This design comes from an exercise in tuning for small area on the open sky130 flow, not from production work.
Function was checked by simulation only, so behaviour that the tests miss may differ from the original.
The flow treats the clock pin as an ideal source. Dropping or thinning the clock tree relies on that and would not hold on a real chip.
Power is estimated from default activity; no workload was simulated.

==> flow/design.v (excerpt) <==
module uart_top (
    input  wire        clk_50MHz,
    input  wire        reset,     
    input  wire        rx,
    output wire        tx,
    output wire [7:0]  lat_deg,
    output wire [12:0] lat_min,
    output wire [7:0]  lon_deg,
    output wire [12:0] lon_min,
    output wire        valid_fix
);
Settings: LEC_CHECK=0, ABC_AREA=1, CAP_MARGIN=20, CORE_MARGIN=2, CORE_UTILIZATION=80, SLEW_MARGIN=20; clock period 20.0 ns.
standard.sh (not shown) runs the stock make flow with config.mk's settings and CLKGATE_MAP_FILE= SYNTH_SCRIPT=/design/flow/synth_recipe.tcl, a recipe that flattens the netlist after the stock synthesis.
==> flow/flow/run.sh <==
#!/bin/bash
# Standard layout (bash standard.sh) with four changes:
#  - synthesis maps all logic with ABC's area mapper: ORFS's scripts are
#    copied to orfs_scripts/ with flow/abc_area.script (strash; dch; amap,
#    twice) in place of ORFS's abc_area.script (which maps for delay and then
#    buffers and resizes), and ADDER_MAP_FILE is left empty so that adders
#    are not mapped to half/full-adder cells before ABC; everything else in
#    synthesis is the standard one, so the registers are the same;
#  - ports are buffered with buf_1 instead of the default clkdlybuf4s50_1;
#  - the clock tree is built by flow/manual_cts.tcl (one root clkbuf_8
#    feeding one clkbuf_16 per k-means cluster of flip-flops) instead of
#    TritonCTS; the rest of the CTS step (legalisation, timing repair) is the
#    standard one;
#  - after the placement resizing step, flow/recover.tcl downsizes cells
#    where timing allows (repair_timing -recover_power) and re-runs
#    repair_design.
# The full output of the flow is in standard.log.
set -e
rm -rf orfs_scripts
cp -r "$FLOW_HOME/scripts" orfs_scripts
cp flow/abc_area.script orfs_scripts/abc_area.script
export BUFFER_PORTS_ARGS="-inputs -outputs -buffer_cell sky130_fd_sc_hd__buf_1"
export PRE_CTS_TCL="$(pwd)/flow/manual_cts.tcl"
export POST_RESIZE_TCL="$(pwd)/flow/recover.tcl"
bash standard.sh SCRIPTS_DIR="$(pwd)/orfs_scripts" ADDER_MAP_FILE= finish > standard.log 2>&1
==> flow/flow/abc_area.script <==
strash
dch
amap
strash
dch
amap
topo
stime -c
Other scripts of this flow, unchanged in this note and not shown: flow/flow/manual_cts.tcl, flow/flow/recover.tcl
Then changed:
==> flow/flow/run.sh (replaced) <==
#!/bin/bash
# Standard layout (bash standard.sh) with four changes:
#  - synthesis maps with ABC's area mapper: ORFS's scripts are copied to
#    orfs_scripts/ with flow/abc_area.script (strash; dch -f; amap) in place
#    of ORFS's abc_area.script (which maps for delay and then buffers and
#    resizes); everything else in synthesis is the standard one, so the
#    registers are the same;
#  - ports are buffered with buf_1 instead of the default clkdlybuf4s50_1;
#  - the clock tree is built by flow/manual_cts.tcl (one root clkbuf_8
#    feeding one clkbuf_16 per k-means cluster of flip-flops) instead of
#    TritonCTS; the rest of the CTS step (legalisation, timing repair) is the
#    standard one;
#  - after the placement resizing step, flow/recover.tcl downsizes cells
#    where timing allows (repair_timing -recover_power) and re-runs
#    repair_design.
# The full output of the flow is in standard.log.
set -e
rm -rf orfs_scripts
cp -r "$FLOW_HOME/scripts" orfs_scripts
cp flow/abc_area.script orfs_scripts/abc_area.script
export BUFFER_PORTS_ARGS="-inputs -outputs -buffer_cell sky130_fd_sc_hd__buf_1"
export PRE_CTS_TCL="$(pwd)/flow/manual_cts.tcl"
export POST_RESIZE_TCL="$(pwd)/flow/recover.tcl"
bash standard.sh SCRIPTS_DIR="$(pwd)/orfs_scripts" finish > standard.log 2>&1
==> flow/flow/abc_area.script (replaced) <==
strash
dch -f
amap
topo
stime -c
Outcome:
- The changed run passed the timing, DRC and antenna checks
- clock power grows by about 3%
- clock skew stays flat
- worst setup slack degrades by 210 ps
- maximum frequency shrinks by 3.4%
- die area grows by 4.0%
- routed wire length grows by 21%
- via count grows by 11%
- total power grows by 0.96%
- final area grows by 4.1%
- sequential cell count stays the same
Then changed:
--- a/flow/flow/run.sh
+++ b/flow/flow/run.sh
@@ -1,9 +1,10 @@
 #!/bin/bash
 # Standard layout (bash standard.sh) with four changes:
-#  - synthesis maps with ABC's area mapper: ORFS's scripts are copied to
-#    orfs_scripts/ with flow/abc_area.script (strash; dch -f; amap) in place
-#    of ORFS's abc_area.script (which maps for delay and then buffers and
-#    resizes); everything else in synthesis is the standard one, so the
-#    registers are the same;
+#  - synthesis maps all logic with ABC's area mapper: ORFS's scripts are
+#    copied to orfs_scripts/ with flow/abc_area.script (&deepsyn for 40 s,
+#    then dch; amap) in place of ORFS's abc_area.script (which maps for delay and then
+#    buffers and resizes), and ADDER_MAP_FILE is left empty so that adders
+#    are not mapped to half/full-adder cells before ABC; everything else in
+#    synthesis is the standard one, so the registers are the same;
 #  - ports are buffered with buf_1 instead of the default clkdlybuf4s50_1;
 #  - the clock tree is built by flow/manual_cts.tcl (one root clkbuf_8
@@ -22,3 +23,3 @@
 export PRE_CTS_TCL="$(pwd)/flow/manual_cts.tcl"
 export POST_RESIZE_TCL="$(pwd)/flow/recover.tcl"
-bash standard.sh SCRIPTS_DIR="$(pwd)/orfs_scripts" finish > standard.log 2>&1
+bash standard.sh SCRIPTS_DIR="$(pwd)/orfs_scripts" ADDER_MAP_FILE= finish > standard.log 2>&1
==> flow/flow/abc_area.script (replaced) <==
strash
&get -n
&deepsyn -T 40 -S 1
&put
dch
amap
topo
stime -c
Clock power is about the same.
Design area decreases by a few percent.
Hold slack loses 27 ps.
Worst setup slack gains 220 ps.
Core utilization increases by 0.11 points.
Synthesized area decreases by a few percent.
Fmax increases by a few percent.
Final cell count decreases by a few percent.
Die area decreases by a few percent.
Register-to-register slack gains 1200 ps.
Then changed:
==> flow/flow/run.sh (replaced) <==
#!/bin/bash
# Standard layout (bash standard.sh) with three changes, passed to ORFS as
# environment variables:
#  - ports are buffered with buf_1 instead of the default clkdlybuf4s50_1;
#  - the clock tree is built by flow/manual_cts.tcl (one root clkbuf_8
#    feeding one clkbuf_16 per k-means cluster of flip-flops) instead of
#    TritonCTS; the rest of the CTS step (legalisation, timing repair) is the
#    standard one;
#  - after the placement resizing step, flow/recover.tcl downsizes cells
#    where timing allows (repair_timing -recover_power) and re-runs
#    repair_design.
# The full output of the flow is in standard.log.
export BUFFER_PORTS_ARGS="-inputs -outputs -buffer_cell sky130_fd_sc_hd__buf_1"
export PRE_CTS_TCL="$(pwd)/flow/manual_cts.tcl"
export POST_RESIZE_TCL="$(pwd)/flow/recover.tcl"
bash standard.sh > standard.log 2>&1
removed: flow/flow/abc_area.script
Final area increases by about 9%.
Clock skew increases by 18 ps.
Worst setup slack loses 8.1 ps.
First-iteration DRC count decreases by about 8%.
Sequential share of layout area decreases by 6.1 points.
Wire length decreases by 8.9%.
Critical path depth is unchanged.
Via count increases by about 5%.
No run of this note takes its clock network from TritonCTS; it comes from the design's own scripts or RTL.

[re-timing with driven ports]
Ports are ideal in the flow. The routed layouts listed here were re-timed in OpenROAD.
Step 1 sets driving cells, clkbuf_16 on the clock port and buf_2 on the other inputs (assumed; they add their load-dependent delay and slew).
Step 2 adds t to the input delays and takes it off the output delays; t is the mean of the earliest and latest rising clock arrival at the registers after step 1. Input paths then give back, and output paths get back, about the clock's delay inside the block.
Slacks: ideal / step 1 / step 2; pairs: ideal / step 1.
run	shift t [ns]	setup slack, ns	hold slack, ns	worst data-port slew with drivers (ns)
the first run	0.553	13.957 / 13.972 / 13.419	0.323 / 0.323 / 0.323	0.04
the second run	0.561	13.745 / 13.753 / 13.191	0.327 / 0.327 / 0.327	0.05
the third run	0.556	13.966 / 13.929 / 13.444	0.300 / 0.300 / 0.300	0.03
the fourth run	0.561	13.958 / 13.918 / 14.202	0.289 / 0.289 / 0.289	0.03
After both steps setup and hold are still met in every run listed. The setup slack of the second run, which loses most, moves by +0.008 ns with the drivers and by -0.554 ns with both steps.
